Source: an optimization exercise on an open RTL-to-GDS flow (aim: small area and a short achievable clock period). Production flows keep margins and buffers that such runs may drop. In this exercise RTL edits were held to simulation tests only and were not proved equivalent to the original.

## flow/design.v (module list and top-level ports; edited modules follow where they fit)
// module mult: 7 lines
// module adder: 11 lines
// module adder22: 7 lines
// module mac1: 32 lines
// module acc_ctrl: 28 lines
// module acc: 26 lines
// module dist_mem_gen_0: 522 lines
// module addrConv: 12 lines
// module dataConv: 12 lines
// module saturationLogic: 17 lines
// module sigmoid: 15 lines
// module act10: 1044 lines
// module mac_acc_sigmoid: 3338 lines
// module fa3: 4 lines
// module ha2: 4 lines
module mac_acc_sigmoid(
  input clk2,
  input rst2,
  input [127:0] pixelsIn,
  input [127:0] weightsIn,
  input [7:0] b,
  output [7:0] dout);
  // ...
==> flow/run.sh <==
#!/bin/bash
# synth_recipe.tcl (not shown) runs the flow's synth.tcl, then flattens the netlist and writes it again
# the make line also repeats each setting of config.mk as NAME=value (left out here)
make -C /OpenROAD-flow-scripts/flow DESIGN_CONFIG=/design/flow/config.mk WORK_HOME=/design/flow/orfs CLKGATE_MAP_FILE= SYNTH_SCRIPT=/design/flow/synth_recipe.tcl finish
==> flow/config.mk <==
export PLATFORM = sky130hd
export DESIGN_NAME = mac_acc_sigmoid
export DESIGN_NICKNAME = mac_acc_sigmoid
export VERILOG_FILES = /design/flow/design.v
export SDC_FILE = /design/flow/constraint.sdc
export NUM_CORES = 4
export LEC_CHECK = 0
export ABC_CLOCK_PERIOD_IN_PS = 7000
export CAP_MARGIN = 20
export CORE_MARGIN = 2
export CORE_UTILIZATION = 40
export SETUP_SLACK_MARGIN = 5
export SLEW_MARGIN = 20
export SYNTH_HIERARCHICAL = 1
==> flow/constraint.sdc <==
create_clock -name core_clock -period 11.5 [get_ports {clk2}]
set_input_delay 2.3000 -clock core_clock [delete_from_list [all_inputs] [get_ports {clk2}]]
set_output_delay 2.3000 -clock core_clock [all_outputs]
set_load 0.01 [all_outputs]
==> summary.txt, run 1 <==
Status
  – Outcome: timing/DRC/antenna clean

Yosys
  – YS warnings: 8
  – Synthesized area: 32300 um^2

Finish
  – Clock-cell share: 0.977%
  – Seq Cell Count: 77
  – Sequential share of cell area: 3.96%
  – Final non-clock buffer share: 10.2%
  – Multi-input logic cell count: 2625
  – Most flop-heavy register: dreg
  – Finished Layout Cells: 4235
  – Number of diodes: 2
  – CLK BUF: 11

Min path
  – Worst hold endpoint: acc0_20
  – Hold path cells: 1

Global route
  – GRT overflow: 0
  – Largest net degree at the start of global routing: 75
  – Overall Global Routing Usage: 33.6%
  – Met2 Usage GRT: 52.7%
  – First-pass GRT wire length: 195000 um
  – M1 GR Usage: 44.6%

Place
  – Dpl cells: 4126

Critical path
  – Max incr delay on CP: 0.51 ns
  – Startpoint Class: flop
  – Worst R2R Path Depth: 14

Floorplanning
  – Die Wd: 288 um
  – Starting Density: 40.3%
  – Full die area: 83100 um^2

Routing
  – Drt initial violations: 2894
  – Via count: 25100
  – Vias per inst: 5.93
  – WL met1: 49800 um
  – Metal2 WL: 63400 um
  – Initial DRT Pass Iterations: 5

CTS
  – Clk Tree Root Cell: clkbuf_16
  – Clock sink total: 77
  – # Post-CTS Setup Buffers: 67

STA
  – Final Max Tran Viols: 0
  – Final min period: 7.24 ns
  – RSZ-0062 raised after global routing: true
==> run 2: changes to the inputs <==
--- a/flow/design.v
+++ b/flow/design.v
@@ -5070,17 +5070,61 @@
     acc2_19 <= c18_1021;
     acc0_20 <= al1087;
     acc1_20 <= hs20_21;
     acc2_20 <= c19_1022;
     acc0_21 <= al1090;
     acc1_21 <= hc20_21;
     acc2_21 <= hs21_22;
   end
-  wire [21:0] sum = {~acc0_21, ~acc0_20, ~acc0_19, ~acc0_18, ~acc0_17, ~acc0_16, ~acc0_15, ~acc0_14, ~acc0_13, ~acc0_12, ~acc0_11, ~acc0_10, ~acc0_9, ~acc0_8, ~acc0_7, ~acc0_6, ~acc0_5, ~acc0_4, ~acc0_3, ~acc0_2, ~acc0_1, ~acc0_0} + {~acc1_21, ~acc1_20, ~acc1_19, ~acc1_18, ~acc1_17, ~acc1_16, ~acc1_15, ~acc1_14, ~acc1_13, ~acc1_12, ~acc1_11, ~acc1_10, ~acc1_9, ~acc1_8, ~acc1_7, ~acc1_6, ~acc1_5, ~acc1_4, ~acc1_3, ~acc1_2, ~acc1_1, ~acc1_0} + {~acc2_21, ~acc2_20, ~acc2_19, ~acc2_18, ~acc2_17, ~acc2_16, ~acc2_15, ~acc2_14, ~acc2_13, ~acc2_12, ~acc2_11, ~acc2_10, ~acc2_9, ~acc2_8, ~acc2_7, ~acc2_6, ~acc2_5, ~acc2_4, ~acc2_3, ~acc2_2, ~acc2_1, ~acc2_0};
+  wire os0, oc0;
+  fa3 u_os0(.a(acc0_0), .b(acc1_0), .c(acc2_0), .s(os0), .co(oc0));
+  wire os1, oc1;
+  fa3 u_os1(.a(acc0_1), .b(acc1_1), .c(acc2_1), .s(os1), .co(oc1));
+  wire os2, oc2;
+  fa3 u_os2(.a(acc0_2), .b(acc1_2), .c(acc2_2), .s(os2), .co(oc2));
+  wire os3, oc3;
+  fa3 u_os3(.a(acc0_3), .b(acc1_3), .c(acc2_3), .s(os3), .co(oc3));
+  wire os4, oc4;
+  fa3 u_os4(.a(acc0_4), .b(acc1_4), .c(acc2_4), .s(os4), .co(oc4));
+  wire os5, oc5;
+  fa3 u_os5(.a(acc0_5), .b(acc1_5), .c(acc2_5), .s(os5), .co(oc5));
+  wire os6, oc6;
+  fa3 u_os6(.a(acc0_6), .b(acc1_6), .c(acc2_6), .s(os6), .co(oc6));
+  wire os7, oc7;
+  fa3 u_os7(.a(acc0_7), .b(acc1_7), .c(acc2_7), .s(os7), .co(oc7));
+  wire os8, oc8;
+  fa3 u_os8(.a(acc0_8), .b(acc1_8), .c(acc2_8), .s(os8), .co(oc8));
+  wire os9, oc9;
+  fa3 u_os9(.a(acc0_9), .b(acc1_9), .c(acc2_9), .s(os9), .co(oc9));
+  wire os10, oc10;
+  fa3 u_os10(.a(acc0_10), .b(acc1_10), .c(acc2_10), .s(os10), .co(oc10));
+  wire os11, oc11;
+  fa3 u_os11(.a(acc0_11), .b(acc1_11), .c(acc2_11), .s(os11), .co(oc11));
+  wire os12, oc12;
+  fa3 u_os12(.a(acc0_12), .b(acc1_12), .c(acc2_12), .s(os12), .co(oc12));
+  wire os13, oc13;
+  fa3 u_os13(.a(acc0_13), .b(acc1_13), .c(acc2_13), .s(os13), .co(oc13));
+  wire os14, oc14;
+  fa3 u_os14(.a(acc0_14), .b(acc1_14), .c(acc2_14), .s(os14), .co(oc14));
+  wire os15, oc15;
+  fa3 u_os15(.a(acc0_15), .b(acc1_15), .c(acc2_15), .s(os15), .co(oc15));
+  wire os16, oc16;
+  fa3 u_os16(.a(acc0_16), .b(acc1_16), .c(acc2_16), .s(os16), .co(oc16));
+  wire os17, oc17;
+  fa3 u_os17(.a(acc0_17), .b(acc1_17), .c(acc2_17), .s(os17), .co(oc17));
+  wire os18, oc18;
+  fa3 u_os18(.a(acc0_18), .b(acc1_18), .c(acc2_18), .s(os18), .co(oc18));
+  wire os19, oc19;
+  fa3 u_os19(.a(acc0_19), .b(acc1_19), .c(acc2_19), .s(os19), .co(oc19));
+  wire os20, oc20;
+  fa3 u_os20(.a(acc0_20), .b(acc1_20), .c(acc2_20), .s(os20), .co(oc20));
+  wire os21, oc21;
+  fa3 u_os21(.a(acc0_21), .b(acc1_21), .c(acc2_21), .s(os21), .co(oc21));
+  wire [21:0] sum = {~os21, ~os20, ~os19, ~os18, ~os17, ~os16, ~os15, ~os14, ~os13, ~os12, ~os11, ~os10, ~os9, ~os8, ~os7, ~os6, ~os5, ~os4, ~os3, ~os2, ~os1, ~os0} + {~oc20, ~oc19, ~oc18, ~oc17, ~oc16, ~oc15, ~oc14, ~oc13, ~oc12, ~oc11, ~oc10, ~oc9, ~oc8, ~oc7, ~oc6, ~oc5, ~oc4, ~oc3, ~oc2, ~oc1, ~oc0, ~1'b1};
   wire [7:0] fout;
   act10 sig(sum, fout);
   always @(posedge clk2)
     if (f) dreg <= fout;
   assign dout = f ? fout : dreg;
 endmodule
 module fa3(input a, input b, input c, output s, output co);
   assign s = a ^ b ^ c;
==> flow/config.mk (replaced) <==
export PLATFORM = sky130hd
export DESIGN_NAME = mac_acc_sigmoid
export DESIGN_NICKNAME = mac_acc_sigmoid
export VERILOG_FILES = /design/flow/design.v
export SDC_FILE = /design/flow/constraint.sdc
export NUM_CORES = 4
export LEC_CHECK = 0
export ABC_AREA = 1
export CAP_MARGIN = 20
export CORE_MARGIN = 2
export CORE_UTILIZATION = 40
export SETUP_SLACK_MARGIN = 4.3
export SLEW_MARGIN = 20
export SYNTH_HIERARCHICAL = 1
==> run 2 against run 1 <==
Against the previous run: cell count increased by 8.1%; design area is 7.7% lower; setup slack improved by 0.046 ns; first-iteration DRC count grew 2.1%; largest cell class unchanged.
==> summary.txt, run 2 <==
Status
  – Outcome: timing/DRC/antenna clean (unchanged)

CTS
  – Clk Tree Root Cell: clkbuf_16 (unchanged)
  – Clock sink total: 77 (unchanged)
  – CTS H-tree lvls: 3 (unchanged)
  – CTS Buf Count: 9 (unchanged)
  – TritonCTS clock tree: yes (unchanged)
  – Clock transition at path regs: 0.08 ns (was 0.07 ns)
  – Clock Latency Late Sink: 0.40 ns (was 0.39 ns)
  – CTS max path bufs: 2 (unchanged)

STA
  – Fin crit share: 62.6% (was 63.0%)
  – Fmax: 139 MHz (was 138 MHz)
  – Hold Fails Final Rpt: 0 (unchanged)
  – RSZ-0062 raised after global routing: true (unchanged)
  – Clock Skews: 0.0184 ns (was 0.0173 ns)
  – Relative slew slack: 52.4% (was 46.0%)
  – Final Max Tran Viols: 0 (unchanged)
  – Final TNS setup: 0 ns (unchanged)
  – Final min period: 7.19 ns (was 7.24 ns)
  – Pin slew with the least headroom to its limit: 0.713 ns (was 0.810 ns)
  – Hold_ws: 0.449 ns (was 0.439 ns)
  – Final setup violation count: 0 (unchanged)

Place
  – Placed instance area: 35700 um^2 (was 36000 um^2)
  – Number of buffers inserted by port buffering: 273 (unchanged)
  – Placer Congestion: 1.05 (was 1.03)
  – Post-DP HPWL: 130000 um (was 118000 um)

Finish
  – Post-layout instance area: 36100 um^2 (was 39100 um^2)
  – Most flop-heavy register: dreg (unchanged)
  – Fin util: 44.7% (was 48.6%)
  – Max reg flops: 8 (unchanged)
  – Top flop regs: dreg x8, ph x2 (unchanged)
  – Ratio of cells with drive above 1 in the final layout: 14.8% (was 31.4%)
  – Fillers: 7946 (was 7307)
  – Commonest cells after routing, fill and taps aside: nand2_1, fa_1, inv_1, buf_2, dfxtp_1 (was nand2_1, fa_1, fa_2, and2_1, buf_4)
  – Most common cell after layout, fill and taps aside: nand2_1 (unchanged)
  – Synth-to-Final Area Change: 10.5% (was 20.8%)
  – Nets: 4873 (was 4539)

Critical path
  – Worst R2R Path Depth: 14 (unchanged)
  – WS Path Type: input pin to flop (was flop to output pin)
  – FF-to-FF End: acc2_12 (was acc2_11)
  – Startpoint Class: input pin (was flop)
  – Reg2Reg Setup Slack: 5.03 ns (was 4.89 ns)
  – Critical Path Fanout Max: 8 (was 13)
  – Critical path data arrival time: 7.41 ns (was 4.94 ns)
  – R2R Path Start: ph[0] (unchanged)
  – Worst Path Required: 11.71 ns (was 9.20 ns)
  – CP endpoint kind: flop (was output pin)

Global route
  – Met3 usage: 9.91% (was 8.17%)
  – M1 GR Usage: 50.3% (was 44.6%)
  – Overall Global Routing Usage: 36.8% (was 33.6%)
  – Met2 Usage GRT: 55.2% (was 52.7%)
  – First-pass GRT wire length: 210000 um (was 195000 um)
  – Initial antenna violation count: 10 (was 2)
  – Most Crowded Layer GR: met2 (unchanged)
  – GRT overflow: 0 (unchanged)
  – Vias in the first global route: 27900 (was 27400)
  – Largest net degree at the start of global routing: 61 (was 75)

Yosys
  – Cells after synthesis: 3439 (was 3039)
  – Post-Syn Area per Cell: 9.49 um^2 (was 10.6 um^2)
  – Synthesized area: 32600 um^2 (was 32300 um^2)
  – YS warnings: 8 (unchanged)

Routing
  – Via count: 25900 (was 25100)
  – Antenna Nets Post-Route: 0 (unchanged)
  – DRC viols: 0 (unchanged)
  – Routed len/inst: 32.5 um (was 32.1 um)
  – Drt initial violations: 2955 (was 2894)
  – WL final: 149000 um (was 136000 um)
  – Initial DRT Pass Iterations: 5 (unchanged)
  – Vias per inst: 5.66 (was 5.93)

Job
  – MaxCap Viol Count: 0 (unchanged)

Min path
  – Worst hold endpoint: ph[0] (was acc0_20)
  – Critical hold path startpoint: ph[0] (was acc2_20)
  – Hold Path Class: flop to flop (unchanged)
  – Hold path cells: 1 (unchanged)

Floorplanning
  – Starting Density: 40.4% (was 40.3%)
  – Full die area: 83900 um^2 (was 83100 um^2)
  – Die Wd: 290 um (was 288 um)
  – Io pins: 274 (unchanged)
  – Core area: 80700 um^2 (was 80300 um^2)
  – FP Rows: 104 (unchanged)
  – Die H: 290 um (was 288 um)
## run 2: cell type report
type	count	area, um^2	share of cell area [%]
timing repair inverter	2	12.5	0.0347
antenna	10	25.0	0.0694
clock buffer	9	225	0.625
inverter	356	1360	3.77
tap	1060	1330	3.68
sequential	77	1550	4.30
timing repair buffer	309	2190	6.07
clock inverter	7	73.8	0.205
multi-input combinational	2746	29300	81.3
## run 2: metal layers
| metal | up-vias | share of wire, % |
|---|---|---|
| met5 | - | 0 |
| met4 | 0 | 6.0 |
| met3 | 354 | 11 |
| met2 | 1854 | 44 |
| met1 | 13600 | 39 |
| li1 | 10100 | - |
## run 2: worst max path at each step
stage	startpoint	end	slack, ns	cells after the start
CTS	acc0_1	dout[2]	4.21	22
detailed placement	pixelsIn[93]	acc2_12	3.06	12
global route	acc0_1	dout[6]	4.26	30
floorplan	weightsIn[70]	acc2_11	4.29	12
global placement	pixelsIn[93]	acc2_11	3.12	12
finish	pixelsIn[40]	acc1_9	4.31	11
## run 2: critical path, stage by stage
cell             delay (ns)
clkdlybuf4s15_1        0.46
nand2_1                0.15
fa_1                   0.58
fa_1                   0.45
fa_1                   0.54
fa_1                   0.53
fa_1                   0.44
fa_1                   0.42
fa_1                   0.50
fa_1                   0.44
fa_1                   0.59
## run 2: metrics by stage
stage | cells | setup slack, ns
floorplan | 3461 | 4.29
global placement | 4519 | 3.12
detailed placement | 4519 | 3.06
CTS | 4544 | 4.21
global route | 4575 | 4.26
finish | 4576 | 4.31
## run 2: repair_timing
action                                  CTS  global route
buffers inserted                          7            18
gates resized for setup                 856           422
gates cloned                              2             4
hold buffers                              0             0
pin swaps                                13            34
endpoints found under the setup margin   36            23

## separate check: timing with driven ports
In the flow no input, the clock included, has a driving cell. The finished layouts below were timed again as built, in two steps. Step 1 sets driving cells, clkbuf_16 on the clock port and buf_2 on the other inputs (assumed; they add their load-dependent delay and slew). Step 2 moves the port delays by t, midway between the first and last clock arrival at a register: inputs arrive t later, outputs are due t later. That takes back most of the time a late clock gives input paths. Slacks: ideal ports / drivers / drivers and shift; pairs: ideal ports / drivers.
| run | shift t [ns] | setup slack, ns | worst setup path at the end |
|---|---|---|---|
| run 1 | 0.439 | 4.259 / 4.204 / 4.072 | input to register |
| run 2 | 0.454 | 4.305 / 4.291 / 3.837 | input to register |
After both steps setup and hold are still met in every run listed. For run 2, which loses most, drivers alone change the setup slack by -0.014 ns; drivers and shift together by -0.468 ns.
